What follows belongs to an exercise in optimizing a design on an open flow for small area; a production flow would make more cautious choices.
Function was checked by simulation only, so behaviour that the tests miss may differ from the original.

==> flow/design.v, too long to show whole: its modules and the start of the top module <==
// module mod_add_sub_rc: 29 lines
// module mod_div_by_2: 15 lines
// module mm_mul: 10 lines
// module mm_red_a: 60 lines
// module mm_red_b: 40 lines
// module mul12: 385 lines
// module pe_unit: 163 lines
module pe_unit (
    input   logic           clk,
    input   logic           rst,
    input   logic           valid_i,
    input   logic [3:0]     ctrl_i,
    input   logic           mode_i,
    input   poly_arith_pkg::coeff_t         op_a0_i,
    input   poly_arith_pkg::coeff_t         op_a1_i,
    input   poly_arith_pkg::coeff_t         op_a2_i,
    input   poly_arith_pkg::coeff_t         op_a3_i,
    input   poly_arith_pkg::coeff_t         op_b0_i,
    input   poly_arith_pkg::coeff_t         op_b1_i,
    input   poly_arith_pkg::coeff_t         op_b2_i,
    input   poly_arith_pkg::coeff_t         op_b3_i,
    output  poly_arith_pkg::coeff_t         z0_o,
    output  poly_arith_pkg::coeff_t         z1_o,
    output  poly_arith_pkg::coeff_t         z2_o,
    output  poly_arith_pkg::coeff_t         z3_o,
    output  logic           valid_o
);
  // ...
==> flow/flow/run.sh <==
#!/bin/bash
set -euo pipefail
R=orfs/results/${FLOW_PLATFORM}/pe_unit/base
bash standard.sh synth > synth.log 2>&1
cp "$R/1_2_yosys.v" "$R/1_2_yosys.orig.v"
python3 flow/fixinv.py "$R/1_2_yosys.orig.v" "$R/1_2_yosys.v" > fixinv.log 2>&1
rm -f "$R/1_synth.odb" "$R/1_synth.sdc"
bash standard.sh finish "BUFFER_PORTS_ARGS=-buffer_cell sky130_fd_sc_hd__buf_1" \
  "CTS_ARGS=-sink_clustering_enable -repair_clock_nets -buf_list {sky130_fd_sc_hd__clkbuf_4} -dont_use_dummy_load" \
  > finish.log 2>&1
==> flow/flow/fixinv.py <==
#!/usr/bin/env python3
"""Remove inverters around full adders in a mapped sky130 netlist.

A full adder is self-dual: FA(~a, ~b, ~c) = (~sum, ~cout). Each FA cell may
therefore be "flipped" (fed complemented inputs, giving complemented outputs)
without changing what the design computes. This script collapses every
inverter, chooses by local search which FA cells to flip so that as few
signals as possible are needed in both polarities, and then puts back one
inverter for each signal that some load needs complemented. Flip-flops, ports
and every other cell keep their connections and polarity.

usage: fixinv.py IN.v OUT.v
"""
import re
import sys

INV = re.compile(r"^sky130_fd_sc_hd__(inv|clkinv)_\d+$")
FA = re.compile(r"^sky130_fd_sc_hd__fa_\d+$")
OUTPINS = {"X", "Y", "Q", "Q_N", "SUM", "COUT", "HI", "LO"}
FA_IN = ("A", "B", "CIN")


def main(src, dst):
    text = open(src).read()
    m = re.search(r"\bmodule\s+(\w+)\s*\((.*?)\);", text, re.S)
    body_start = m.end()
    end = text.rindex("endmodule")
    header, body = text[:body_start], text[body_start:end]
    ports = set()
    for d in re.finditer(r"^\s*(input|output|inout)\s+(\[[^\]]*\]\s*)?([^;]+);", body, re.M):
        for nm in d.group(3).split(","):
            ports.add(nm.strip())
    cell_re = re.compile(r"^\s*(sky130_fd_sc_hd__\w+)\s+(\S+)\s*\((.*?)\);\s*$", re.S | re.M)
    cells, order, decl_parts = {}, [], []
    pos = 0
    for cm in cell_re.finditer(body):
        decl_parts.append(body[pos:cm.start()])
        pos = cm.end()
        conns = {}
        for pm in re.finditer(r"\.(\w+)\(\s*(.*?)\s*\)\s*(,|$)", cm.group(3), re.S):
            conns[pm.group(1)] = pm.group(2)
        cells[cm.group(2)] = [cm.group(1), conns]
        order.append(cm.group(2))
    tail = body[pos:]
    decls = "".join(decl_parts)

    def is_port(net):
        return net.split("[")[0].strip() in ports

    drv = {}
    for n, (t, c) in cells.items():
        for p, net in c.items():
            if p in OUTPINS:
                drv[net] = (n, p)

    def is_inv(n):
        return INV.match(cells[n][0]) is not None

    # resolve a net through inverter chains to (source net, inverted)
    def resolve(net):
        inv = False
        seen = 0
        while True:
            d = drv.get(net)
            if d is None or not is_inv(d[0]) or seen > 50:
                return net, inv
            net = cells[d[0]][1]["A"]
            inv = not inv
            seen += 1

    # inverters whose output is a port must stay as they are (their input keeps
    # its polarity); keep them as ordinary cells
    keep_inv = set()
    for n in order:
        if is_inv(n) and is_port(cells[n][1]["Y"]):
            keep_inv.add(n)

    # loads in resolved form: list of (cell, pin, source, inverted)
    loads = []
    for n in order:
        t, c = cells[n]
        if is_inv(n) and n not in keep_inv:
            continue
        for p, net in c.items():
            if p in OUTPINS:
                continue
            if n in keep_inv:
                src_, inv = net, False   # keep exactly
            else:
                src_, inv = resolve(net)
            loads.append((n, p, src_, inv))
    # port outputs driven through inverters: the port net itself is a load
    # of its resolved source
    port_loads = []
    for net, (dn, dp) in drv.items():
        if is_port(net) and is_inv(dn) and dn not in keep_inv:
            pass  # (covered by keep_inv)

    fas = [n for n in order if FA.match(cells[n][0])
           and not is_port(cells[n][1]["SUM"]) and not is_port(cells[n][1]["COUT"])]
    x = {f: False for f in fas}

    # signal polarity: a signal driven by a flipped FA carries its complement
    def drv_flip(s):
        d = drv.get(s)
        return d is not None and d[0] in x and x[d[0]]

    by_src = {}
    for ld in loads:
        by_src.setdefault(ld[2], []).append(ld)

    def need_comp(s):
        # does any load of s need the complement of what the net carries?
        df = drv_flip(s)
        for (c, p, _, inv) in by_src.get(s, []):
            want = inv ^ (x[c] if c in x and p in FA_IN else False)
            if want ^ df:
                return True
        return False

    def touched(f):
        ss = set()
        c = cells[f][1]
        for p in FA_IN:
            ss.add(resolve(c[p])[0])
        for p in ("SUM", "COUT"):
            ss.add(c[p])
        return ss

    def cost(ss):
        return sum(1 for s in ss if need_comp(s))

    improved = True
    rounds = 0
    while improved and rounds < 20:
        improved = False
        rounds += 1
        for f in fas:
            ss = touched(f)
            before = cost(ss)
            x[f] = not x[f]
            after = cost(ss)
            if after < before:
                improved = True
            else:
                x[f] = not x[f]

    # rebuild the netlist
    newcells = {}
    neworder = []
    comp = {}
    newwires = []
    cnt = [0]

    def comp_net(s):
        if s not in comp:
            cnt[0] += 1
            nn = f"fixinv_n{cnt[0]}"
            newwires.append(nn)
            comp[s] = nn
            newcells[f"fixinv_i{cnt[0]}"] = ["sky130_fd_sc_hd__inv_1", {"A": R(s), "Y": nn}]
            neworder.append(f"fixinv_i{cnt[0]}")
        return comp[s]

    # outputs of flipped FAs carry the complement of the old net: new names
    ren = {}
    for f in fas:
        if x[f]:
            for p in ("SUM", "COUT"):
                cnt[0] += 1
                ren[cells[f][1][p]] = f"fixinv_c{cnt[0]}"
                newwires.append(f"fixinv_c{cnt[0]}")

    def R(net):
        return ren.get(net, net)

    n_inv_before = sum(1 for n in order if is_inv(n))
    for n in order:
        if is_inv(n) and n not in keep_inv:
            continue
        t, c = cells[n]
        nc = dict(c)
        if n not in keep_inv:
            for p, net in c.items():
                if p in OUTPINS:
                    continue
                s, inv = resolve(net)
                want = inv ^ (x[n] if n in x and p in FA_IN else False)
                nc[p] = comp_net(s) if (want ^ drv_flip(s)) else R(s)
        else:
            for p, net in c.items():
                if p not in OUTPINS:
                    nc[p] = R(net)
        for p, net in c.items():
            if p in OUTPINS:
                nc[p] = R(net)
        newcells[n] = [t, nc]
        neworder.insert(len(neworder), n)
    # a net that was driven by a removed inverter and read by nobody now needs no driver;
    # nets of flipped FA outputs keep their names (they now carry the complement)
    n_inv_after = sum(1 for n in neworder if INV.match(newcells[n][0]))
    out = [header, decls.rstrip("\n") + "\n"]
    for nn in newwires:
        out.append(f"  wire {nn};\n")
    for n in neworder:
        t, c = newcells[n]
        pins = ",\n".join(f"    .{p}({v} )" if v.startswith("\\") else f"    .{p}({v})"
                          for p, v in c.items())
        out.append(f"  {t} {n} (\n{pins}\n  );\n")
    out.append(tail)
    out.append(text[end:])
    open(dst, "w").write("".join(out))
    print(f"fixinv: {sum(x.values())} of {len(fas)} full adders flipped; "
          f"inverters {n_inv_before} -> {n_inv_after}", file=sys.stderr)


if __name__ == "__main__":
    main(sys.argv[1], sys.argv[2])
==> flow/standard.sh <==
#!/bin/bash
# synth_recipe.tcl (not shown) runs the flow's synth.tcl, then flattens the netlist and writes it again
# the make line also repeats each setting of config.mk as NAME=value (left out here)
make -C /OpenROAD-flow-scripts/flow DESIGN_CONFIG=/design/flow/config.mk WORK_HOME=/design/flow/orfs CLKGATE_MAP_FILE= SYNTH_SCRIPT=/design/flow/synth_recipe.tcl "${@:-finish}"
==> flow/config.mk <==
export PLATFORM = sky130hd
export DESIGN_NAME = pe_unit
export DESIGN_NICKNAME = pe_unit
export VERILOG_FILES = /design/flow/design.v
export SDC_FILE = /design/flow/constraint.sdc
export NUM_CORES = 4
export LEC_CHECK = 0
export CAP_MARGIN = 20
export CORE_MARGIN = 2
export CORE_UTILIZATION = 60
export CTS_BUF_LIST = sky130_fd_sc_hd__clkbuf_4
export PLACE_DENSITY = 0.75
export SLEW_MARGIN = 20
==> flow/constraint.sdc <==
create_clock -name core_clock -period 9.5 [get_ports {clk}]
set_input_delay 1.9000 -clock core_clock [delete_from_list [all_inputs] [get_ports {clk}]]
set_output_delay 1.9000 -clock core_clock [all_outputs]
set_load 0.01 [all_outputs]
==> results_dict.tcl, run 1 <==
set metrics [dict create \
    grtUsageMet2 0.570 \
    met3_usage 0.115 \
    met1_length_um 67000 \
    endpoint "z[10]$_DFF_P_" \
    dp_cells 6288 \
    nets 6458 \
    hold_depth 0 \
    dpl_worst_slack_ns -0.421 \
    max_stage_delay_ns 0.58 \
    cts_htree_levels 4 \
    crit_buf_inv 1 \
    reg2reg_to "z[10]$_DFF_P_" \
    drive_above_1_share 0.161 \
    grt_max_degree 81 \
    post_cts_resized 26 \
    maxSlewViolCount 0 \
    syn_nets 6162 \
    grt-ovfl-total 0 \
    avgSynthCellArea_um2 9.97 \
    cts_buffers 158 \
    buffers 420 \
    synth_area_mm2 0.0506 \
    setup_tns_ns 0 \
    min_period_ns 9.43 \
    place_congestion 1.07 \
    global_route.usage.met1 0.553 \
    rows 106 \
    fin_area_mm2 0.0552 \
    busiest_layer "met2" \
    min_path_type "register to register" \
    outcome "finished clean" \
    rsz0062_at_grt "true" \
    timing.final.ws_setup_ns 0.0719 \
    setup_violations 0 \
    fillers 6791 \
]
==> module mul12, before the edit <==
module mul12(input [11:0] a, input [11:0] b, output [23:0] p);
  wire [143:0] pp;
  assign pp[0] = (a[0] & b[0]);
  assign pp[1] = (a[0] & b[1]);
  assign pp[2] = (a[0] & b[2]);
  assign pp[3] = (a[0] & b[3]);
  assign pp[4] = (a[0] & b[4]);
  assign pp[5] = (a[0] & b[5]);
  assign pp[6] = (a[0] & b[6]);
  assign pp[7] = (a[0] & b[7]);
  assign pp[8] = (a[0] & b[8]);
  assign pp[9] = (a[0] & b[9]);
  assign pp[10] = (a[0] & b[10]);
  assign pp[11] = (a[0] & b[11]);
  assign pp[12] = (a[1] & b[0]);
  assign pp[13] = (a[1] & b[1]);
  assign pp[14] = (a[1] & b[2]);
  assign pp[15] = (a[1] & b[3]);
  assign pp[16] = (a[1] & b[4]);
  assign pp[17] = (a[1] & b[5]);
  assign pp[18] = (a[1] & b[6]);
  assign pp[19] = (a[1] & b[7]);
  assign pp[20] = (a[1] & b[8]);
  assign pp[21] = (a[1] & b[9]);
  assign pp[22] = (a[1] & b[10]);
  assign pp[23] = (a[1] & b[11]);
  assign pp[24] = (a[2] & b[0]);
  assign pp[25] = (a[2] & b[1]);
  assign pp[26] = (a[2] & b[2]);
  assign pp[27] = (a[2] & b[3]);
  assign pp[28] = (a[2] & b[4]);
  assign pp[29] = (a[2] & b[5]);
  assign pp[30] = (a[2] & b[6]);
  assign pp[31] = (a[2] & b[7]);
  assign pp[32] = (a[2] & b[8]);
  assign pp[33] = (a[2] & b[9]);
  assign pp[34] = (a[2] & b[10]);
  assign pp[35] = (a[2] & b[11]);
  assign pp[36] = (a[3] & b[0]);
  assign pp[37] = (a[3] & b[1]);
  assign pp[38] = (a[3] & b[2]);
  assign pp[39] = (a[3] & b[3]);
  assign pp[40] = (a[3] & b[4]);
  assign pp[41] = (a[3] & b[5]);
  assign pp[42] = (a[3] & b[6]);
  assign pp[43] = (a[3] & b[7]);
  assign pp[44] = (a[3] & b[8]);
  assign pp[45] = (a[3] & b[9]);
  assign pp[46] = (a[3] & b[10]);
  assign pp[47] = (a[3] & b[11]);
  assign pp[48] = (a[4] & b[0]);
  assign pp[49] = (a[4] & b[1]);
  assign pp[50] = (a[4] & b[2]);
  assign pp[51] = (a[4] & b[3]);
  assign pp[52] = (a[4] & b[4]);
  assign pp[53] = (a[4] & b[5]);
  assign pp[54] = (a[4] & b[6]);
  assign pp[55] = (a[4] & b[7]);
  assign pp[56] = (a[4] & b[8]);
  assign pp[57] = (a[4] & b[9]);
  assign pp[58] = (a[4] & b[10]);
  assign pp[59] = (a[4] & b[11]);
  assign pp[60] = (a[5] & b[0]);
  assign pp[61] = (a[5] & b[1]);
  assign pp[62] = (a[5] & b[2]);
  assign pp[63] = (a[5] & b[3]);
  assign pp[64] = (a[5] & b[4]);
  assign pp[65] = (a[5] & b[5]);
  assign pp[66] = (a[5] & b[6]);
  assign pp[67] = (a[5] & b[7]);
  assign pp[68] = (a[5] & b[8]);
  assign pp[69] = (a[5] & b[9]);
  assign pp[70] = (a[5] & b[10]);
  assign pp[71] = (a[5] & b[11]);
  assign pp[72] = (a[6] & b[0]);
  assign pp[73] = (a[6] & b[1]);
  assign pp[74] = (a[6] & b[2]);
  assign pp[75] = (a[6] & b[3]);
  assign pp[76] = (a[6] & b[4]);
  assign pp[77] = (a[6] & b[5]);
  assign pp[78] = (a[6] & b[6]);
  assign pp[79] = (a[6] & b[7]);
  assign pp[80] = (a[6] & b[8]);
  assign pp[81] = (a[6] & b[9]);
  assign pp[82] = (a[6] & b[10]);
  assign pp[83] = (a[6] & b[11]);
  assign pp[84] = (a[7] & b[0]);
  assign pp[85] = (a[7] & b[1]);
  assign pp[86] = (a[7] & b[2]);
  assign pp[87] = (a[7] & b[3]);
  assign pp[88] = (a[7] & b[4]);
  assign pp[89] = (a[7] & b[5]);
  assign pp[90] = (a[7] & b[6]);
  assign pp[91] = (a[7] & b[7]);
  assign pp[92] = (a[7] & b[8]);
  assign pp[93] = (a[7] & b[9]);
  assign pp[94] = (a[7] & b[10]);
  assign pp[95] = (a[7] & b[11]);
  assign pp[96] = (a[8] & b[0]);
  assign pp[97] = (a[8] & b[1]);
  assign pp[98] = (a[8] & b[2]);
  assign pp[99] = (a[8] & b[3]);
  assign pp[100] = (a[8] & b[4]);
  assign pp[101] = (a[8] & b[5]);
  assign pp[102] = (a[8] & b[6]);
  assign pp[103] = (a[8] & b[7]);
  assign pp[104] = (a[8] & b[8]);
  assign pp[105] = (a[8] & b[9]);
  assign pp[106] = (a[8] & b[10]);
  assign pp[107] = (a[8] & b[11]);
  assign pp[108] = (a[9] & b[0]);
  assign pp[109] = (a[9] & b[1]);
  assign pp[110] = (a[9] & b[2]);
  assign pp[111] = (a[9] & b[3]);
  assign pp[112] = (a[9] & b[4]);
  assign pp[113] = (a[9] & b[5]);
  assign pp[114] = (a[9] & b[6]);
  assign pp[115] = (a[9] & b[7]);
  assign pp[116] = (a[9] & b[8]);
  assign pp[117] = (a[9] & b[9]);
  assign pp[118] = (a[9] & b[10]);
  assign pp[119] = (a[9] & b[11]);
  assign pp[120] = (a[10] & b[0]);
  assign pp[121] = (a[10] & b[1]);
  assign pp[122] = (a[10] & b[2]);
  assign pp[123] = (a[10] & b[3]);
  assign pp[124] = (a[10] & b[4]);
  assign pp[125] = (a[10] & b[5]);
  assign pp[126] = (a[10] & b[6]);
  assign pp[127] = (a[10] & b[7]);
  assign pp[128] = (a[10] & b[8]);
  assign pp[129] = (a[10] & b[9]);
  assign pp[130] = (a[10] & b[10]);
  assign pp[131] = (a[10] & b[11]);
  assign pp[132] = (a[11] & b[0]);
  assign pp[133] = (a[11] & b[1]);
  assign pp[134] = (a[11] & b[2]);
  assign pp[135] = (a[11] & b[3]);
  assign pp[136] = (a[11] & b[4]);
  assign pp[137] = (a[11] & b[5]);
  assign pp[138] = (a[11] & b[6]);
  assign pp[139] = (a[11] & b[7]);
  assign pp[140] = (a[11] & b[8]);
  assign pp[141] = (a[11] & b[9]);
  assign pp[142] = (a[11] & b[10]);
  assign pp[143] = (a[11] & b[11]);
  wire mul12_t1 = pp[9] ^ pp[20];
  wire mul12_t2 = pp[9] & pp[20];
  wire mul12_t3 = pp[10] ^ pp[21] ^ pp[32];
  wire mul12_t4 = (pp[10] & pp[21]) | (pp[10] & pp[32]) | (pp[21] & pp[32]);
  wire mul12_t5 = pp[43] ^ pp[54];
  wire mul12_t6 = pp[43] & pp[54];
  wire mul12_t7 = pp[11] ^ pp[22] ^ pp[33];
  wire mul12_t8 = (pp[11] & pp[22]) | (pp[11] & pp[33]) | (pp[22] & pp[33]);
  wire mul12_t9 = pp[44] ^ pp[55] ^ pp[66];
  wire mul12_t10 = (pp[44] & pp[55]) | (pp[44] & pp[66]) | (pp[55] & pp[66]);
  wire mul12_t11 = pp[77] ^ pp[88];
  wire mul12_t12 = pp[77] & pp[88];
  wire mul12_t13 = pp[23] ^ pp[34] ^ pp[45];
  wire mul12_t14 = (pp[23] & pp[34]) | (pp[23] & pp[45]) | (pp[34] & pp[45]);
  wire mul12_t15 = pp[56] ^ pp[67] ^ pp[78];
  wire mul12_t16 = (pp[56] & pp[67]) | (pp[56] & pp[78]) | (pp[67] & pp[78]);
  wire mul12_t17 = pp[89] ^ pp[100];
  wire mul12_t18 = pp[89] & pp[100];
  wire mul12_t19 = pp[35] ^ pp[46] ^ pp[57];
  wire mul12_t20 = (pp[35] & pp[46]) | (pp[35] & pp[57]) | (pp[46] & pp[57]);
  wire mul12_t21 = pp[68] ^ pp[79] ^ pp[90];
  wire mul12_t22 = (pp[68] & pp[79]) | (pp[68] & pp[90]) | (pp[79] & pp[90]);
  wire mul12_t23 = pp[47] ^ pp[58] ^ pp[69];
  wire mul12_t24 = (pp[47] & pp[58]) | (pp[47] & pp[69]) | (pp[58] & pp[69]);
  wire mul12_t25 = pp[6] ^ pp[17];
  wire mul12_t26 = pp[6] & pp[17];
  wire mul12_t27 = pp[7] ^ pp[18] ^ pp[29];
  wire mul12_t28 = (pp[7] & pp[18]) | (pp[7] & pp[29]) | (pp[18] & pp[29]);
  wire mul12_t29 = pp[40] ^ pp[51];
  wire mul12_t30 = pp[40] & pp[51];
  wire mul12_t31 = pp[8] ^ pp[19] ^ pp[30];
  wire mul12_t32 = (pp[8] & pp[19]) | (pp[8] & pp[30]) | (pp[19] & pp[30]);
  wire mul12_t33 = pp[41] ^ pp[52] ^ pp[63];
  wire mul12_t34 = (pp[41] & pp[52]) | (pp[41] & pp[63]) | (pp[52] & pp[63]);
  wire mul12_t35 = pp[74] ^ pp[85];
  wire mul12_t36 = pp[74] & pp[85];
  wire mul12_t37 = mul12_t1 ^ pp[31] ^ pp[42];
  wire mul12_t38 = (mul12_t1 & pp[31]) | (mul12_t1 & pp[42]) | (pp[31] & pp[42]);
  wire mul12_t39 = pp[53] ^ pp[64] ^ pp[75];
  wire mul12_t40 = (pp[53] & pp[64]) | (pp[53] & pp[75]) | (pp[64] & pp[75]);
  wire mul12_t41 = pp[86] ^ pp[97] ^ pp[108];
  wire mul12_t42 = (pp[86] & pp[97]) | (pp[86] & pp[108]) | (pp[97] & pp[108]);
  wire mul12_t43 = mul12_t2 ^ mul12_t3 ^ mul12_t5;
  wire mul12_t44 = (mul12_t2 & mul12_t3) | (mul12_t2 & mul12_t5) | (mul12_t3 & mul12_t5);
  wire mul12_t45 = pp[65] ^ pp[76] ^ pp[87];
  wire mul12_t46 = (pp[65] & pp[76]) | (pp[65] & pp[87]) | (pp[76] & pp[87]);
  wire mul12_t47 = pp[98] ^ pp[109] ^ pp[120];
  wire mul12_t48 = (pp[98] & pp[109]) | (pp[98] & pp[120]) | (pp[109] & pp[120]);
  wire mul12_t49 = mul12_t4 ^ mul12_t6 ^ mul12_t7;
  wire mul12_t50 = (mul12_t4 & mul12_t6) | (mul12_t4 & mul12_t7) | (mul12_t6 & mul12_t7);
  wire mul12_t51 = mul12_t9 ^ mul12_t11 ^ pp[99];
  wire mul12_t52 = (mul12_t9 & mul12_t11) | (mul12_t9 & pp[99]) | (mul12_t11 & pp[99]);
  wire mul12_t53 = pp[110] ^ pp[121] ^ pp[132];
  wire mul12_t54 = (pp[110] & pp[121]) | (pp[110] & pp[132]) | (pp[121] & pp[132]);
  wire mul12_t55 = mul12_t8 ^ mul12_t10 ^ mul12_t12;
  wire mul12_t56 = (mul12_t8 & mul12_t10) | (mul12_t8 & mul12_t12) | (mul12_t10 & mul12_t12);
  wire mul12_t57 = mul12_t13 ^ mul12_t15 ^ mul12_t17;
  wire mul12_t58 = (mul12_t13 & mul12_t15) | (mul12_t13 & mul12_t17) | (mul12_t15 & mul12_t17);
  wire mul12_t59 = pp[111] ^ pp[122] ^ pp[133];
  wire mul12_t60 = (pp[111] & pp[122]) | (pp[111] & pp[133]) | (pp[122] & pp[133]);
  wire mul12_t61 = mul12_t14 ^ mul12_t16 ^ mul12_t18;
  wire mul12_t62 = (mul12_t14 & mul12_t16) | (mul12_t14 & mul12_t18) | (mul12_t16 & mul12_t18);
  wire mul12_t63 = mul12_t19 ^ mul12_t21 ^ pp[101];
  wire mul12_t64 = (mul12_t19 & mul12_t21) | (mul12_t19 & pp[101]) | (mul12_t21 & pp[101]);
  wire mul12_t65 = pp[112] ^ pp[123] ^ pp[134];
  wire mul12_t66 = (pp[112] & pp[123]) | (pp[112] & pp[134]) | (pp[123] & pp[134]);
  wire mul12_t67 = mul12_t20 ^ mul12_t22 ^ mul12_t23;
  wire mul12_t68 = (mul12_t20 & mul12_t22) | (mul12_t20 & mul12_t23) | (mul12_t22 & mul12_t23);
  wire mul12_t69 = pp[80] ^ pp[91] ^ pp[102];
  wire mul12_t70 = (pp[80] & pp[91]) | (pp[80] & pp[102]) | (pp[91] & pp[102]);
  wire mul12_t71 = pp[113] ^ pp[124] ^ pp[135];
  wire mul12_t72 = (pp[113] & pp[124]) | (pp[113] & pp[135]) | (pp[124] & pp[135]);
  wire mul12_t73 = mul12_t24 ^ pp[59] ^ pp[70];
  wire mul12_t74 = (mul12_t24 & pp[59]) | (mul12_t24 & pp[70]) | (pp[59] & pp[70]);
  wire mul12_t75 = pp[81] ^ pp[92] ^ pp[103];
  wire mul12_t76 = (pp[81] & pp[92]) | (pp[81] & pp[103]) | (pp[92] & pp[103]);
  wire mul12_t77 = pp[114] ^ pp[125] ^ pp[136];
  wire mul12_t78 = (pp[114] & pp[125]) | (pp[114] & pp[136]) | (pp[125] & pp[136]);
  wire mul12_t79 = pp[71] ^ pp[82] ^ pp[93];
  wire mul12_t80 = (pp[71] & pp[82]) | (pp[71] & pp[93]) | (pp[82] & pp[93]);
  wire mul12_t81 = pp[104] ^ pp[115] ^ pp[126];
  wire mul12_t82 = (pp[104] & pp[115]) | (pp[104] & pp[126]) | (pp[115] & pp[126]);
  wire mul12_t83 = pp[83] ^ pp[94] ^ pp[105];
  wire mul12_t84 = (pp[83] & pp[94]) | (pp[83] & pp[105]) | (pp[94] & pp[105]);
  wire mul12_t85 = pp[4] ^ pp[15];
  wire mul12_t86 = pp[4] & pp[15];
  wire mul12_t87 = pp[5] ^ pp[16] ^ pp[27];
  wire mul12_t88 = (pp[5] & pp[16]) | (pp[5] & pp[27]) | (pp[16] & pp[27]);
  wire mul12_t89 = pp[38] ^ pp[49];
  wire mul12_t90 = pp[38] & pp[49];
  wire mul12_t91 = mul12_t25 ^ pp[28] ^ pp[39];
  wire mul12_t92 = (mul12_t25 & pp[28]) | (mul12_t25 & pp[39]) | (pp[28] & pp[39]);
  wire mul12_t93 = pp[50] ^ pp[61] ^ pp[72];
  wire mul12_t94 = (pp[50] & pp[61]) | (pp[50] & pp[72]) | (pp[61] & pp[72]);
  wire mul12_t95 = mul12_t26 ^ mul12_t27 ^ mul12_t29;
  wire mul12_t96 = (mul12_t26 & mul12_t27) | (mul12_t26 & mul12_t29) | (mul12_t27 & mul12_t29);
  wire mul12_t97 = pp[62] ^ pp[73] ^ pp[84];
  wire mul12_t98 = (pp[62] & pp[73]) | (pp[62] & pp[84]) | (pp[73] & pp[84]);
  wire mul12_t99 = mul12_t28 ^ mul12_t30 ^ mul12_t31;
  wire mul12_t100 = (mul12_t28 & mul12_t30) | (mul12_t28 & mul12_t31) | (mul12_t30 & mul12_t31);
  wire mul12_t101 = mul12_t33 ^ mul12_t35 ^ pp[96];
  wire mul12_t102 = (mul12_t33 & mul12_t35) | (mul12_t33 & pp[96]) | (mul12_t35 & pp[96]);
  wire mul12_t103 = mul12_t32 ^ mul12_t34 ^ mul12_t36;
  wire mul12_t104 = (mul12_t32 & mul12_t34) | (mul12_t32 & mul12_t36) | (mul12_t34 & mul12_t36);
  wire mul12_t105 = mul12_t37 ^ mul12_t39 ^ mul12_t41;
  wire mul12_t106 = (mul12_t37 & mul12_t39) | (mul12_t37 & mul12_t41) | (mul12_t39 & mul12_t41);
  wire mul12_t107 = mul12_t38 ^ mul12_t40 ^ mul12_t42;
  wire mul12_t108 = (mul12_t38 & mul12_t40) | (mul12_t38 & mul12_t42) | (mul12_t40 & mul12_t42);
  wire mul12_t109 = mul12_t43 ^ mul12_t45 ^ mul12_t47;
  wire mul12_t110 = (mul12_t43 & mul12_t45) | (mul12_t43 & mul12_t47) | (mul12_t45 & mul12_t47);
  wire mul12_t111 = mul12_t44 ^ mul12_t46 ^ mul12_t48;
  wire mul12_t112 = (mul12_t44 & mul12_t46) | (mul12_t44 & mul12_t48) | (mul12_t46 & mul12_t48);
  wire mul12_t113 = mul12_t49 ^ mul12_t51 ^ mul12_t53;
  wire mul12_t114 = (mul12_t49 & mul12_t51) | (mul12_t49 & mul12_t53) | (mul12_t51 & mul12_t53);
  wire mul12_t115 = mul12_t50 ^ mul12_t52 ^ mul12_t54;
  wire mul12_t116 = (mul12_t50 & mul12_t52) | (mul12_t50 & mul12_t54) | (mul12_t52 & mul12_t54);
  wire mul12_t117 = mul12_t55 ^ mul12_t57 ^ mul12_t59;
  wire mul12_t118 = (mul12_t55 & mul12_t57) | (mul12_t55 & mul12_t59) | (mul12_t57 & mul12_t59);
  wire mul12_t119 = mul12_t56 ^ mul12_t58 ^ mul12_t60;
  wire mul12_t120 = (mul12_t56 & mul12_t58) | (mul12_t56 & mul12_t60) | (mul12_t58 & mul12_t60);
  wire mul12_t121 = mul12_t61 ^ mul12_t63 ^ mul12_t65;
  wire mul12_t122 = (mul12_t61 & mul12_t63) | (mul12_t61 & mul12_t65) | (mul12_t63 & mul12_t65);
  wire mul12_t123 = mul12_t62 ^ mul12_t64 ^ mul12_t66;
  wire mul12_t124 = (mul12_t62 & mul12_t64) | (mul12_t62 & mul12_t66) | (mul12_t64 & mul12_t66);
  wire mul12_t125 = mul12_t67 ^ mul12_t69 ^ mul12_t71;
  wire mul12_t126 = (mul12_t67 & mul12_t69) | (mul12_t67 & mul12_t71) | (mul12_t69 & mul12_t71);
  wire mul12_t127 = mul12_t68 ^ mul12_t70 ^ mul12_t72;
  wire mul12_t128 = (mul12_t68 & mul12_t70) | (mul12_t68 & mul12_t72) | (mul12_t70 & mul12_t72);
  wire mul12_t129 = mul12_t73 ^ mul12_t75 ^ mul12_t77;
  wire mul12_t130 = (mul12_t73 & mul12_t75) | (mul12_t73 & mul12_t77) | (mul12_t75 & mul12_t77);
  wire mul12_t131 = mul12_t74 ^ mul12_t76 ^ mul12_t78;
  wire mul12_t132 = (mul12_t74 & mul12_t76) | (mul12_t74 & mul12_t78) | (mul12_t76 & mul12_t78);
  wire mul12_t133 = mul12_t79 ^ mul12_t81 ^ pp[137];
  wire mul12_t134 = (mul12_t79 & mul12_t81) | (mul12_t79 & pp[137]) | (mul12_t81 & pp[137]);
  wire mul12_t135 = mul12_t80 ^ mul12_t82 ^ mul12_t83;
  wire mul12_t136 = (mul12_t80 & mul12_t82) | (mul12_t80 & mul12_t83) | (mul12_t82 & mul12_t83);
  wire mul12_t137 = pp[116] ^ pp[127] ^ pp[138];
  wire mul12_t138 = (pp[116] & pp[127]) | (pp[116] & pp[138]) | (pp[127] & pp[138]);
  wire mul12_t139 = mul12_t84 ^ pp[95] ^ pp[106];
  wire mul12_t140 = (mul12_t84 & pp[95]) | (mul12_t84 & pp[106]) | (pp[95] & pp[106]);
  wire mul12_t141 = pp[117] ^ pp[128] ^ pp[139];
  wire mul12_t142 = (pp[117] & pp[128]) | (pp[117] & pp[139]) | (pp[128] & pp[139]);
  wire mul12_t143 = pp[107] ^ pp[118] ^ pp[129];
  wire mul12_t144 = (pp[107] & pp[118]) | (pp[107] & pp[129]) | (pp[118] & pp[129]);
  wire mul12_t145 = pp[3] ^ pp[14];
  wire mul12_t146 = pp[3] & pp[14];
  wire mul12_t147 = mul12_t85 ^ pp[26] ^ pp[37];
  wire mul12_t148 = (mul12_t85 & pp[26]) | (mul12_t85 & pp[37]) | (pp[26] & pp[37]);
  wire mul12_t149 = mul12_t86 ^ mul12_t87 ^ mul12_t89;
  wire mul12_t150 = (mul12_t86 & mul12_t87) | (mul12_t86 & mul12_t89) | (mul12_t87 & mul12_t89);
  wire mul12_t151 = mul12_t88 ^ mul12_t90 ^ mul12_t91;
  wire mul12_t152 = (mul12_t88 & mul12_t90) | (mul12_t88 & mul12_t91) | (mul12_t90 & mul12_t91);
  wire mul12_t153 = mul12_t92 ^ mul12_t94 ^ mul12_t95;
  wire mul12_t154 = (mul12_t92 & mul12_t94) | (mul12_t92 & mul12_t95) | (mul12_t94 & mul12_t95);
  wire mul12_t155 = mul12_t96 ^ mul12_t98 ^ mul12_t99;
  wire mul12_t156 = (mul12_t96 & mul12_t98) | (mul12_t96 & mul12_t99) | (mul12_t98 & mul12_t99);
  wire mul12_t157 = mul12_t100 ^ mul12_t102 ^ mul12_t103;
  wire mul12_t158 = (mul12_t100 & mul12_t102) | (mul12_t100 & mul12_t103) | (mul12_t102 & mul12_t103);
  wire mul12_t159 = mul12_t104 ^ mul12_t106 ^ mul12_t107;
  wire mul12_t160 = (mul12_t104 & mul12_t106) | (mul12_t104 & mul12_t107) | (mul12_t106 & mul12_t107);
  wire mul12_t161 = mul12_t108 ^ mul12_t110 ^ mul12_t111;
  wire mul12_t162 = (mul12_t108 & mul12_t110) | (mul12_t108 & mul12_t111) | (mul12_t110 & mul12_t111);
  wire mul12_t163 = mul12_t112 ^ mul12_t114 ^ mul12_t115;
  wire mul12_t164 = (mul12_t112 & mul12_t114) | (mul12_t112 & mul12_t115) | (mul12_t114 & mul12_t115);
  wire mul12_t165 = mul12_t116 ^ mul12_t118 ^ mul12_t119;
  wire mul12_t166 = (mul12_t116 & mul12_t118) | (mul12_t116 & mul12_t119) | (mul12_t118 & mul12_t119);
  wire mul12_t167 = mul12_t120 ^ mul12_t122 ^ mul12_t123;
  wire mul12_t168 = (mul12_t120 & mul12_t122) | (mul12_t120 & mul12_t123) | (mul12_t122 & mul12_t123);
  wire mul12_t169 = mul12_t124 ^ mul12_t126 ^ mul12_t127;
  wire mul12_t170 = (mul12_t124 & mul12_t126) | (mul12_t124 & mul12_t127) | (mul12_t126 & mul12_t127);
  wire mul12_t171 = mul12_t128 ^ mul12_t130 ^ mul12_t131;
  wire mul12_t172 = (mul12_t128 & mul12_t130) | (mul12_t128 & mul12_t131) | (mul12_t130 & mul12_t131);
  wire mul12_t173 = mul12_t132 ^ mul12_t134 ^ mul12_t135;
  wire mul12_t174 = (mul12_t132 & mul12_t134) | (mul12_t132 & mul12_t135) | (mul12_t134 & mul12_t135);
  wire mul12_t175 = mul12_t136 ^ mul12_t138 ^ mul12_t139;
  wire mul12_t176 = (mul12_t136 & mul12_t138) | (mul12_t136 & mul12_t139) | (mul12_t138 & mul12_t139);
  wire mul12_t177 = mul12_t140 ^ mul12_t142 ^ mul12_t143;
  wire mul12_t178 = (mul12_t140 & mul12_t142) | (mul12_t140 & mul12_t143) | (mul12_t142 & mul12_t143);
  wire mul12_t179 = mul12_t144 ^ pp[119] ^ pp[130];
  wire mul12_t180 = (mul12_t144 & pp[119]) | (mul12_t144 & pp[130]) | (pp[119] & pp[130]);
  wire mul12_t181 = pp[2] ^ pp[13];
  wire mul12_t182 = pp[2] & pp[13];
  wire mul12_t183 = mul12_t145 ^ pp[25] ^ pp[36];
  wire mul12_t184 = (mul12_t145 & pp[25]) | (mul12_t145 & pp[36]) | (pp[25] & pp[36]);
  wire mul12_t185 = mul12_t146 ^ mul12_t147 ^ pp[48];
  wire mul12_t186 = (mul12_t146 & mul12_t147) | (mul12_t146 & pp[48]) | (mul12_t147 & pp[48]);
  wire mul12_t187 = mul12_t148 ^ mul12_t149 ^ pp[60];
  wire mul12_t188 = (mul12_t148 & mul12_t149) | (mul12_t148 & pp[60]) | (mul12_t149 & pp[60]);
  wire mul12_t189 = mul12_t150 ^ mul12_t151 ^ mul12_t93;
  wire mul12_t190 = (mul12_t150 & mul12_t151) | (mul12_t150 & mul12_t93) | (mul12_t151 & mul12_t93);
  wire mul12_t191 = mul12_t152 ^ mul12_t153 ^ mul12_t97;
  wire mul12_t192 = (mul12_t152 & mul12_t153) | (mul12_t152 & mul12_t97) | (mul12_t153 & mul12_t97);
  wire mul12_t193 = mul12_t154 ^ mul12_t155 ^ mul12_t101;
  wire mul12_t194 = (mul12_t154 & mul12_t155) | (mul12_t154 & mul12_t101) | (mul12_t155 & mul12_t101);
  wire mul12_t195 = mul12_t156 ^ mul12_t157 ^ mul12_t105;
  wire mul12_t196 = (mul12_t156 & mul12_t157) | (mul12_t156 & mul12_t105) | (mul12_t157 & mul12_t105);
  wire mul12_t197 = mul12_t158 ^ mul12_t159 ^ mul12_t109;
  wire mul12_t198 = (mul12_t158 & mul12_t159) | (mul12_t158 & mul12_t109) | (mul12_t159 & mul12_t109);
  wire mul12_t199 = mul12_t160 ^ mul12_t161 ^ mul12_t113;
  wire mul12_t200 = (mul12_t160 & mul12_t161) | (mul12_t160 & mul12_t113) | (mul12_t161 & mul12_t113);
  wire mul12_t201 = mul12_t162 ^ mul12_t163 ^ mul12_t117;
  wire mul12_t202 = (mul12_t162 & mul12_t163) | (mul12_t162 & mul12_t117) | (mul12_t163 & mul12_t117);
  wire mul12_t203 = mul12_t164 ^ mul12_t165 ^ mul12_t121;
  wire mul12_t204 = (mul12_t164 & mul12_t165) | (mul12_t164 & mul12_t121) | (mul12_t165 & mul12_t121);
  wire mul12_t205 = mul12_t166 ^ mul12_t167 ^ mul12_t125;
  wire mul12_t206 = (mul12_t166 & mul12_t167) | (mul12_t166 & mul12_t125) | (mul12_t167 & mul12_t125);
  wire mul12_t207 = mul12_t168 ^ mul12_t169 ^ mul12_t129;
  wire mul12_t208 = (mul12_t168 & mul12_t169) | (mul12_t168 & mul12_t129) | (mul12_t169 & mul12_t129);
  wire mul12_t209 = mul12_t170 ^ mul12_t171 ^ mul12_t133;
  wire mul12_t210 = (mul12_t170 & mul12_t171) | (mul12_t170 & mul12_t133) | (mul12_t171 & mul12_t133);
  wire mul12_t211 = mul12_t172 ^ mul12_t173 ^ mul12_t137;
  wire mul12_t212 = (mul12_t172 & mul12_t173) | (mul12_t172 & mul12_t137) | (mul12_t173 & mul12_t137);
  wire mul12_t213 = mul12_t174 ^ mul12_t175 ^ mul12_t141;
  wire mul12_t214 = (mul12_t174 & mul12_t175) | (mul12_t174 & mul12_t141) | (mul12_t175 & mul12_t141);
  wire mul12_t215 = mul12_t176 ^ mul12_t177 ^ pp[140];
  wire mul12_t216 = (mul12_t176 & mul12_t177) | (mul12_t176 & pp[140]) | (mul12_t177 & pp[140]);
  wire mul12_t217 = mul12_t178 ^ mul12_t179 ^ pp[141];
  wire mul12_t218 = (mul12_t178 & mul12_t179) | (mul12_t178 & pp[141]) | (mul12_t179 & pp[141]);
  wire mul12_t219 = mul12_t180 ^ pp[131] ^ pp[142];
  wire mul12_t220 = (mul12_t180 & pp[131]) | (mul12_t180 & pp[142]) | (pp[131] & pp[142]);
  wire [23:0] ra = {1'b0, mul12_t220, mul12_t218, mul12_t216, mul12_t214, mul12_t212, mul12_t210, mul12_t208, mul12_t206, mul12_t204, mul12_t202, mul12_t200, mul12_t198, mul12_t196, mul12_t194, mul12_t192, mul12_t190, mul12_t188, mul12_t186, mul12_t184, mul12_t182, mul12_t181, pp[1], pp[0]};
  wire [23:0] rb = {1'b0, pp[143], mul12_t219, mul12_t217, mul12_t215, mul12_t213, mul12_t211, mul12_t209, mul12_t207, mul12_t205, mul12_t203, mul12_t201, mul12_t199, mul12_t197, mul12_t195, mul12_t193, mul12_t191, mul12_t189, mul12_t187, mul12_t185, mul12_t183, pp[24], pp[12], 1'b0};
  wire [6:0] lc; assign lc[0] = 1'b0;
  wire [5:0] lo;
  assign lo[0] = ra[0] ^ rb[0] ^ lc[0];
  assign lc[1] = (ra[0] & rb[0]) | (lc[0] & (ra[0] ^ rb[0]));
  assign lo[1] = ra[1] ^ rb[1] ^ lc[1];
  assign lc[2] = (ra[1] & rb[1]) | (lc[1] & (ra[1] ^ rb[1]));
  assign lo[2] = ra[2] ^ rb[2] ^ lc[2];
  assign lc[3] = (ra[2] & rb[2]) | (lc[2] & (ra[2] ^ rb[2]));
  assign lo[3] = ra[3] ^ rb[3] ^ lc[3];
  assign lc[4] = (ra[3] & rb[3]) | (lc[3] & (ra[3] ^ rb[3]));
  assign lo[4] = ra[4] ^ rb[4] ^ lc[4];
  assign lc[5] = (ra[4] & rb[4]) | (lc[4] & (ra[4] ^ rb[4]));
  assign lo[5] = ra[5] ^ rb[5] ^ lc[5];
  assign lc[6] = (ra[5] & rb[5]) | (lc[5] & (ra[5] ^ rb[5]));
  wire [17:0] hi = ra[23:6] + rb[23:6] + lc[6];
  assign p = {hi, lo};
endmodule
==> inputs of run 2 (changes only) <==
--- a/flow/design.v
+++ b/flow/design.v
@@ -545,6 +545,6 @@
   wire [23:0] ra = {1'b0, mul12_t220, mul12_t218, mul12_t216, mul12_t214, mul12_t212, mul12_t210, mul12_t208, mul12_t206, mul12_t204, mul12_t202, mul12_t200, mul12_t198, mul12_t196, mul12_t194, mul12_t192, mul12_t190, mul12_t188, mul12_t186, mul12_t184, mul12_t182, mul12_t181, pp[1], pp[0]};
   wire [23:0] rb = {1'b0, pp[143], mul12_t219, mul12_t217, mul12_t215, mul12_t213, mul12_t211, mul12_t209, mul12_t207, mul12_t205, mul12_t203, mul12_t201, mul12_t199, mul12_t197, mul12_t195, mul12_t193, mul12_t191, mul12_t189, mul12_t187, mul12_t185, mul12_t183, pp[24], pp[12], 1'b0};
-  wire [6:0] lc; assign lc[0] = 1'b0;
-  wire [5:0] lo;
+  wire [12:0] lc; assign lc[0] = 1'b0;
+  wire [11:0] lo;
   assign lo[0] = ra[0] ^ rb[0] ^ lc[0];
   assign lc[1] = (ra[0] & rb[0]) | (lc[0] & (ra[0] ^ rb[0]));
@@ -559,5 +559,17 @@
   assign lo[5] = ra[5] ^ rb[5] ^ lc[5];
   assign lc[6] = (ra[5] & rb[5]) | (lc[5] & (ra[5] ^ rb[5]));
-  wire [17:0] hi = ra[23:6] + rb[23:6] + lc[6];
+  assign lo[6] = ra[6] ^ rb[6] ^ lc[6];
+  assign lc[7] = (ra[6] & rb[6]) | (lc[6] & (ra[6] ^ rb[6]));
+  assign lo[7] = ra[7] ^ rb[7] ^ lc[7];
+  assign lc[8] = (ra[7] & rb[7]) | (lc[7] & (ra[7] ^ rb[7]));
+  assign lo[8] = ra[8] ^ rb[8] ^ lc[8];
+  assign lc[9] = (ra[8] & rb[8]) | (lc[8] & (ra[8] ^ rb[8]));
+  assign lo[9] = ra[9] ^ rb[9] ^ lc[9];
+  assign lc[10] = (ra[9] & rb[9]) | (lc[9] & (ra[9] ^ rb[9]));
+  assign lo[10] = ra[10] ^ rb[10] ^ lc[10];
+  assign lc[11] = (ra[10] & rb[10]) | (lc[10] & (ra[10] ^ rb[10]));
+  assign lo[11] = ra[11] ^ rb[11] ^ lc[11];
+  assign lc[12] = (ra[11] & rb[11]) | (lc[11] & (ra[11] ^ rb[11]));
+  wire [11:0] hi = ra[23:12] + rb[23:12] + lc[12];
   assign p = {hi, lo};
 endmodule
==> run 2 against run 1 <==
  * Die area down 2.1%
  * Worst hold slack better by 0.041 ns
  * Flip-flop and latch count unchanged
  * First-iteration DRC count up 0.33%
  * Clock skew down 0.0037 ns
  * Synthesized cell count down 3.9%
  * Cell count down 0.60%
  * Utilization up 1.8 points
  * Fmax down 0.13%
  * Critical endpoint is now z[34]$_DFF_P_
  * Highest routed layer unchanged
==> results_dict.tcl, run 2 <==
set metrics [dict create \
    first_pass_iters 15 \
    cts.sinks 607 \
    cts_htree_levels 4 \
    min_path_type "register to register" \
    nets 6417 \
    clk_latency_ns 1.08 \
    clk_pin_slew_ns 0.07 \
    synth_warnings 2 \
    relSlewSlack 0.171 \
    grt_usage 0.402 \
    place_congestion 1.06 \
    cts_tree "done" \
    fillers 6521 \
    drtIter0Drc 5392 \
    cts_buffers 162 \
    largest_register_ffs 96 \
    core-area_mm2 0.0820 \
    cts_max_path_buffers 3 \
    hold_violations 0 \
    root_buffer "clkbuf_4" \
    cp_common_cell "fa_2" \
    final_common_cell "fa_1" \
    rr_worst_depth 27 \
    die-area_mm2 0.0849 \
    cp-start-kind "register" \
    finalCritPeriodShare 0.994 \
    tightest_slew_ns 1.23 \
    drt_wl_total_um 169000 \
    place.port_buffers 151 \
    grt_max_degree 67 \
    crit_required_ns 10.48 \
    wire_per_inst_um 26.3 \
    ant_nets 0 \
    max_stage_delay_ns 0.58 \
    fmaxAchievable_ghz 0.106 \
    min-delay-start "d5[22]$_DFF_P_" \
    crit_arrival_ns 10.42 \
    critical_path_class "register to register" \
    hold_buffers 0 \
    outcome "finished clean" \
    maxSlewViolCount 0 \
    grt-ovfl-total 0 \
    rows 105 \
    end_kind "register" \
    via_per_inst 6.14 \
    drive_above_1_share 0.192 \
    avgSynthCellArea_um2 10.2 \
    rsz0062_at_grt "true" \
    drcViolationCount 0 \
    grt_pass1_wl_um 251000 \
    regMostFlops "b1" \
    setup_tns_ns 0 \
    fin_skew_ns 0.132 \
    synth_area_mm2 0.0496 \
    dpl.hpwl_um 136000 \
    whs_ns 0.281 \
    cpLargestDelayFamily "adder cells" \
    top_regs "b1 (96), d2 (72), d4 (60)" \
    crit_buf_inv 1 \
    die_x_um 291 \
    r2r_start "py[0]$_DFF_P_" \
    crit_fanout 2 \
    cp.depth 27 \
    ioPinCount 153 \
    antenna_found_initial 23 \
    die_h_um 291 \
    reg2reg_to "z[34]$_DFF_P_" \
    hold_end "d6[22]$_DFF_P_" \
    area_growth_syn_to_layout_pct 12.2 \
    layout_common_cells "685 x fa_1, 606 x nor2_1, 600 x dfxtp_1" \
    min_period_ns 9.44 \
    vias 39500 \
    regToRegSetupSlack_ns 0.06 \
    start_util 0.604 \
    grt_pass1_vias 39700 \
    setup_violations 0 \
    cap_violations 0 \
    syn_inst 4879 \
    crit_path_top_delay_cell "fa_2" \
    hold_depth 0 \
    syn_nets 5964 \
]
run 2: routing by layer:
| metal | GRT usage | vias up | wire (um) |
|---|---|---|---|
| met5 | 0 | - | 88 |
| met4 | 0.165 | 14 | 7680 |
| met3 | 0.112 | 376 | 21400 |
| met2 | 0.594 | 2419 | 72900 |
| met1 | 0.561 | 19600 | 66600 |
| li1 | - | 17000 | - |
run 2: worst max path at each step:
| stage | startpoint | to | slack (ns) |
|---|---|---|---|
| after floorplan | py[13]$_DFF_P_ | z[23]$_DFF_P_ | 0.004 |
| after global placement | py[0]$_DFF_P_ | z[34]$_DFF_P_ | -0.53 |
| after detailed placement | py[0]$_DFF_P_ | z[34]$_DFF_P_ | -0.64 |
| after CTS | py[0]$_DFF_P_ | z[35]$_DFF_P_ | -0.16 |
| after global routing | px[1]$_DFF_P_ | z[35]$_DFF_P_ | -0.16 |
| final | py[0]$_DFF_P_ | z[34]$_DFF_P_ | 0.06 |
run 2: metrics by stage:
step / setup slack [ns] / cell area (um^2) / cells / utilization
CTS: -0.159 / 55100 / 6377 / 0.673
finish: 0.0600 / 55600 / 6421 / 0.678
floorplan: 0.00397 / 49800 / 4879 / -
detailed placement: -0.635 / 53800 / 6210 / 0.656
global placement: -0.535 / 53800 / 6210 / 0.656
global route: -0.156 / 55600 / 6410 / 0.678
run 2: cell type report:
| type | count | area, um^2 | area share |
|---|---|---|---|
| clock buffer | 162 | 1220 | 0.0219 |
| tap | 1070 | 1340 | 0.0241 |
| antenna | 21 | 52.6 | 0.000945 |
| sequential | 607 | 12200 | 0.219 |
| timing repair buffer | 572 | 3970 | 0.0714 |
| inverter | 408 | 1530 | 0.0275 |
| multi-input combinational | 3581 | 35300 | 0.635 |
run 2: worst reg2reg max path: cells and delay by family, from the launching register on:
kind	cells	cell delay, ns
buffers and inverters	1	0.05
DFF	1	0.32
muxes	1	0.34
AOI/OAI and AO/OA	2	0.36
adders and majority gates	23	8.24
run 2: what timing repair did:
item | CTS | global route
setup buffers | 6 | 24
resized for setup | 29 | 64
gates cloned | 0 | 0
endpoints found under the setup margin | 29 | 100
pin swaps | 65 | 58
==> inputs of run 3 (changes only) <==
--- a/flow/design.v
+++ b/flow/design.v
@@ -545,32 +545,53 @@
   wire [23:0] ra = {1'b0, mul12_t220, mul12_t218, mul12_t216, mul12_t214, mul12_t212, mul12_t210, mul12_t208, mul12_t206, mul12_t204, mul12_t202, mul12_t200, mul12_t198, mul12_t196, mul12_t194, mul12_t192, mul12_t190, mul12_t188, mul12_t186, mul12_t184, mul12_t182, mul12_t181, pp[1], pp[0]};
   wire [23:0] rb = {1'b0, pp[143], mul12_t219, mul12_t217, mul12_t215, mul12_t213, mul12_t211, mul12_t209, mul12_t207, mul12_t205, mul12_t203, mul12_t201, mul12_t199, mul12_t197, mul12_t195, mul12_t193, mul12_t191, mul12_t189, mul12_t187, mul12_t185, mul12_t183, pp[24], pp[12], 1'b0};
-  wire [12:0] lc; assign lc[0] = 1'b0;
-  wire [11:0] lo;
-  assign lo[0] = ra[0] ^ rb[0] ^ lc[0];
-  assign lc[1] = (ra[0] & rb[0]) | (lc[0] & (ra[0] ^ rb[0]));
-  assign lo[1] = ra[1] ^ rb[1] ^ lc[1];
-  assign lc[2] = (ra[1] & rb[1]) | (lc[1] & (ra[1] ^ rb[1]));
-  assign lo[2] = ra[2] ^ rb[2] ^ lc[2];
-  assign lc[3] = (ra[2] & rb[2]) | (lc[2] & (ra[2] ^ rb[2]));
-  assign lo[3] = ra[3] ^ rb[3] ^ lc[3];
-  assign lc[4] = (ra[3] & rb[3]) | (lc[3] & (ra[3] ^ rb[3]));
-  assign lo[4] = ra[4] ^ rb[4] ^ lc[4];
-  assign lc[5] = (ra[4] & rb[4]) | (lc[4] & (ra[4] ^ rb[4]));
-  assign lo[5] = ra[5] ^ rb[5] ^ lc[5];
-  assign lc[6] = (ra[5] & rb[5]) | (lc[5] & (ra[5] ^ rb[5]));
-  assign lo[6] = ra[6] ^ rb[6] ^ lc[6];
-  assign lc[7] = (ra[6] & rb[6]) | (lc[6] & (ra[6] ^ rb[6]));
-  assign lo[7] = ra[7] ^ rb[7] ^ lc[7];
-  assign lc[8] = (ra[7] & rb[7]) | (lc[7] & (ra[7] ^ rb[7]));
-  assign lo[8] = ra[8] ^ rb[8] ^ lc[8];
-  assign lc[9] = (ra[8] & rb[8]) | (lc[8] & (ra[8] ^ rb[8]));
-  assign lo[9] = ra[9] ^ rb[9] ^ lc[9];
-  assign lc[10] = (ra[9] & rb[9]) | (lc[9] & (ra[9] ^ rb[9]));
-  assign lo[10] = ra[10] ^ rb[10] ^ lc[10];
-  assign lc[11] = (ra[10] & rb[10]) | (lc[10] & (ra[10] ^ rb[10]));
-  assign lo[11] = ra[11] ^ rb[11] ^ lc[11];
-  assign lc[12] = (ra[11] & rb[11]) | (lc[11] & (ra[11] ^ rb[11]));
-  wire [11:0] hi = ra[23:12] + rb[23:12] + lc[12];
-  assign p = {hi, lo};
+  wire mul12_rs0 = ra[0] ^ rb[0] ^ 1'b0;
+  wire mul12_rc0 = (ra[0] & rb[0]) | (ra[0] & 1'b0) | (rb[0] & 1'b0);
+  wire mul12_rs1 = ra[1] ^ rb[1] ^ mul12_rc0;
+  wire mul12_rc1 = (ra[1] & rb[1]) | (ra[1] & mul12_rc0) | (rb[1] & mul12_rc0);
+  wire mul12_rs2 = ra[2] ^ rb[2] ^ mul12_rc1;
+  wire mul12_rc2 = (ra[2] & rb[2]) | (ra[2] & mul12_rc1) | (rb[2] & mul12_rc1);
+  wire mul12_rs3 = ra[3] ^ rb[3] ^ mul12_rc2;
+  wire mul12_rc3 = (ra[3] & rb[3]) | (ra[3] & mul12_rc2) | (rb[3] & mul12_rc2);
+  wire mul12_rs4 = ra[4] ^ rb[4] ^ mul12_rc3;
+  wire mul12_rc4 = (ra[4] & rb[4]) | (ra[4] & mul12_rc3) | (rb[4] & mul12_rc3);
+  wire mul12_rs5 = ra[5] ^ rb[5] ^ mul12_rc4;
+  wire mul12_rc5 = (ra[5] & rb[5]) | (ra[5] & mul12_rc4) | (rb[5] & mul12_rc4);
+  wire mul12_rs6 = ra[6] ^ rb[6] ^ mul12_rc5;
+  wire mul12_rc6 = (ra[6] & rb[6]) | (ra[6] & mul12_rc5) | (rb[6] & mul12_rc5);
+  wire mul12_rs7 = ra[7] ^ rb[7] ^ mul12_rc6;
+  wire mul12_rc7 = (ra[7] & rb[7]) | (ra[7] & mul12_rc6) | (rb[7] & mul12_rc6);
+  wire mul12_rs8 = ra[8] ^ rb[8] ^ mul12_rc7;
+  wire mul12_rc8 = (ra[8] & rb[8]) | (ra[8] & mul12_rc7) | (rb[8] & mul12_rc7);
+  wire mul12_rs9 = ra[9] ^ rb[9] ^ mul12_rc8;
+  wire mul12_rc9 = (ra[9] & rb[9]) | (ra[9] & mul12_rc8) | (rb[9] & mul12_rc8);
+  wire mul12_rs10 = ra[10] ^ rb[10] ^ mul12_rc9;
+  wire mul12_rc10 = (ra[10] & rb[10]) | (ra[10] & mul12_rc9) | (rb[10] & mul12_rc9);
+  wire mul12_rs11 = ra[11] ^ rb[11] ^ mul12_rc10;
+  wire mul12_rc11 = (ra[11] & rb[11]) | (ra[11] & mul12_rc10) | (rb[11] & mul12_rc10);
+  wire mul12_rs12 = ra[12] ^ rb[12] ^ mul12_rc11;
+  wire mul12_rc12 = (ra[12] & rb[12]) | (ra[12] & mul12_rc11) | (rb[12] & mul12_rc11);
+  wire mul12_rs13 = ra[13] ^ rb[13] ^ mul12_rc12;
+  wire mul12_rc13 = (ra[13] & rb[13]) | (ra[13] & mul12_rc12) | (rb[13] & mul12_rc12);
+  wire mul12_rs14 = ra[14] ^ rb[14] ^ mul12_rc13;
+  wire mul12_rc14 = (ra[14] & rb[14]) | (ra[14] & mul12_rc13) | (rb[14] & mul12_rc13);
+  wire mul12_rs15 = ra[15] ^ rb[15] ^ mul12_rc14;
+  wire mul12_rc15 = (ra[15] & rb[15]) | (ra[15] & mul12_rc14) | (rb[15] & mul12_rc14);
+  wire mul12_rs16 = ra[16] ^ rb[16] ^ mul12_rc15;
+  wire mul12_rc16 = (ra[16] & rb[16]) | (ra[16] & mul12_rc15) | (rb[16] & mul12_rc15);
+  wire mul12_rs17 = ra[17] ^ rb[17] ^ mul12_rc16;
+  wire mul12_rc17 = (ra[17] & rb[17]) | (ra[17] & mul12_rc16) | (rb[17] & mul12_rc16);
+  wire mul12_rs18 = ra[18] ^ rb[18] ^ mul12_rc17;
+  wire mul12_rc18 = (ra[18] & rb[18]) | (ra[18] & mul12_rc17) | (rb[18] & mul12_rc17);
+  wire mul12_rs19 = ra[19] ^ rb[19] ^ mul12_rc18;
+  wire mul12_rc19 = (ra[19] & rb[19]) | (ra[19] & mul12_rc18) | (rb[19] & mul12_rc18);
+  wire mul12_rs20 = ra[20] ^ rb[20] ^ mul12_rc19;
+  wire mul12_rc20 = (ra[20] & rb[20]) | (ra[20] & mul12_rc19) | (rb[20] & mul12_rc19);
+  wire mul12_rs21 = ra[21] ^ rb[21] ^ mul12_rc20;
+  wire mul12_rc21 = (ra[21] & rb[21]) | (ra[21] & mul12_rc20) | (rb[21] & mul12_rc20);
+  wire mul12_rs22 = ra[22] ^ rb[22] ^ mul12_rc21;
+  wire mul12_rc22 = (ra[22] & rb[22]) | (ra[22] & mul12_rc21) | (rb[22] & mul12_rc21);
+  wire mul12_rs23 = ra[23] ^ rb[23] ^ mul12_rc22;
+  wire mul12_rc23 = (ra[23] & rb[23]) | (ra[23] & mul12_rc22) | (rb[23] & mul12_rc22);
+  assign p = {mul12_rs23, mul12_rs22, mul12_rs21, mul12_rs20, mul12_rs19, mul12_rs18, mul12_rs17, mul12_rs16, mul12_rs15, mul12_rs14, mul12_rs13, mul12_rs12, mul12_rs11, mul12_rs10, mul12_rs9, mul12_rs8, mul12_rs7, mul12_rs6, mul12_rs5, mul12_rs4, mul12_rs3, mul12_rs2, mul12_rs1, mul12_rs0};
 endmodule
 module pe_unit (
==> run 3 against run 2 <==
  * The layout now fails its checks (setup timing)
  * Critical endpoint is now px[44]$_DFF_P_
  * Critical path depth increased by 9
  * Worst setup slack got worse by 1.4 ns
  * Count of clock-buffer cells in the layout unchanged
  * Flip-flop and latch count unchanged
  * Die area decreased by 2.2%
  * Cell area increased by 1.8%
  * Non-clock buffer count increased by 150
  * Global-route usage increased by 0.62 points
  * Via count decreased by 2.1%
  * Cell count decreased by 0.56%
==> results_dict.tcl, run 3 <==
set metrics [dict create \
    grt_pass1_wl_um 245000 \
    clk_pin_slew_ns 0.07 \
    via_per_inst 6.05 \
    tightest_slew_ns 1.16 \
    cts.sinks 607 \
    syn_nets 5814 \
    avgSynthCellArea_um2 10.2 \
    nets 6401 \
    cp_common_cell "fa_2" \
    layout_common_cells "600 x dfxtp_1, 596 x nor2_1, 584 x fa_1" \
    crit_arrival_ns 11.77 \
    largest_register_ffs 96 \
    crit_path_top_delay_cell "fa_1" \
    place.port_buffers 151 \
    cap_violations 0 \
    fmaxAchievable_ghz 0.0923 \
    drcViolationCount 0 \
    cts_buffers 162 \
    area_growth_syn_to_layout_pct 16.8 \
    die-area_mm2 0.0830 \
    critical_path_class "register to register" \
    crit_fanout 9 \
    r2r_start "r_cwm$_DFF_P_" \
    vias 38600 \
    cts_tree "done" \
    drt_wl_total_um 168000 \
    regMostFlops "b1" \
    core-area_mm2 0.0803 \
    hold_violations 0 \
    violatedChecks "setup timing" \
    end_kind "register" \
    first_pass_iters 15 \
    drive_above_1_share 0.263 \
    syn_inst 4733 \
    crit_required_ns 10.44 \
    synth_warnings 2 \
    start_util 0.604 \
    setup_violations 102 \
    timing.final.ws_setup_ns -1.33 \
    outcome "complete, but fails checks" \
    top_regs "b1 (96), d2 (72), d4 (60)" \
    cts_htree_levels 4 \
    ioPinCount 153 \
    synth_area_mm2 0.0485 \
    min-delay-start "d5[33]$_DFF_P_" \
    hold_buffers 0 \
    grt_pass1_vias 39000 \
    fillers 5926 \
    cts_max_path_buffers 3 \
    ant_nets 0 \
    min_period_ns 10.83 \
    grt_max_degree 75 \
    place_congestion 1.05 \
    rsz0062_at_grt "true" \
    whs_ns 0.265 \
    root_buffer "clkbuf_4" \
    final_common_cell "dfxtp_1" \
    cp-start-kind "register" \
    grt-ovfl-total 0 \
    rows 104 \
    startpoint "r_cwm$_DFF_P_" \
    max_stage_delay_ns 0.56 \
    maxSlewViolCount 0 \
    utilization 0.705 \
    dpl.hpwl_um 134000 \
    wire_per_inst_um 26.3 \
    clk_latency_ns 1.07 \
    finalCritPeriodShare 1.14 \
    die_h_um 288 \
    dpl_worst_slack_ns -1.36 \
    antenna_found_initial 10 \
    grt_usage 0.408 \
    min_path_type "register to register" \
    relSlewSlack 0.216 \
    drtIter0Drc 4613 \
    die_x_um 288 \
    fin_skew_ns 0.135 \
]
==> run 3: changes by cell type in the layout (fill, tap and decap cells not counted), moves of 18 or more <==
cell / change
buf_6: +31
or2_2: -21
ha_1: -48
inv_2: +30
a21oi_1: -18
fa_1: -101
fa_2: +137
mux2i_1: -29
buf_4: +120
xnor2_1: -38
o21a_1: -20
==> run 3: worst max-delay path: cells and delay by family (launching register included) <==
kind                     cells  cell delay, ns
adder cells (fa/ha/maj)     23            8.36
buffers and inverters        7            0.84
AND/OR/NAND/NOR              5            0.64
AO/OA/AOI/OAI                1            0.50
flip-flops                   1            0.36
==> run 3: what timing repair did <==
item / CTS / global route
pin swaps: 104 / 96
gates resized for setup: 129 / 98
setup buffers: 29 / 27
hold endpoints to repair: 0 / 0
endpoints found under the setup margin: 126 / 126
cloned: 1 / 0
==> run 3: through the flow <==
step | setup TNS [ns] | area (um^2) | instances
floorplan | -59.15 | 49600 | 4733
global placement | -101.69 | 54100 | 6166
detailed placement | -114.43 | 54100 | 6166
CTS | -95.03 | 56000 | 6355
global route | -122.21 | 56600 | 6381
finish | -99.54 | 56600 | 6385
==> run 3: worst paths after layout <==
path / slack, ns / depth (start not counted) / endpoint
max: -1.33 / 36 / px[44]$_DFF_P_
min: 0.26 / 0 / d6[33]$_DFF_P_
max reg2reg: -1.33 / 36 / px[44]$_DFF_P_
min reg2reg: 0.26 / 0 / d6[33]$_DFF_P_
==> run 3: layout make-up <==
| class | instances | area [um^2] | area share |
|---|---|---|---|
| Sequential cell | 607 | 12200 | 0.215 |
| Clock buffer | 162 | 1220 | 0.0215 |
| Inverter | 427 | 1610 | 0.0284 |
| Antenna cell | 7 | 17.5 | 0.000309 |
| Multi-Input combinational cell | 3400 | 35100 | 0.620 |
| Timing Repair Buffer | 722 | 5200 | 0.0919 |
| Tap cell | 1060 | 1330 | 0.0234 |
==> run 3: metal layers <==
metal	vias to the layer above	routed length [um]	global-route usage
met1	19100	64300	0.545
li1	16600	-	-
met3	494	21100	0.132
met2	2388	72700	0.597
met5	-	60	0
met4	8	9980	0.213

## what the ideal ports hide
No port has a modelled driver above. Below, the same layouts with a new extraction and two added sets of constraints.
Step 1, drivers: a clkbuf_16 drives clk and a buf_2 each remaining input, both assumed.
Step 2 times the ports against the registers' clock, not the clock port: input delays grow and output delays shrink by t, the midpoint of the rising clock arrivals with the driver on.
a / b / c = ideal / step 1 / step 2; a / b = the first two.
run	t (ns)	setup WS [ns]	worst register clock-pin slew, ns
run 1	1.119	0.072 / 0.072 / -0.077	0.08 / 0.08
run 2	1.087	0.060 / 0.060 / -0.455	0.07 / 0.07
run 3	1.067	-1.329 / -1.329 / -1.329	0.08 / 0.08
Met with ideal ports but missed after step 2: setup timing in run 1 and run 2. For run 2, which loses most, drivers alone change the setup slack by 0.000 ns; drivers and shift together by -0.515 ns.
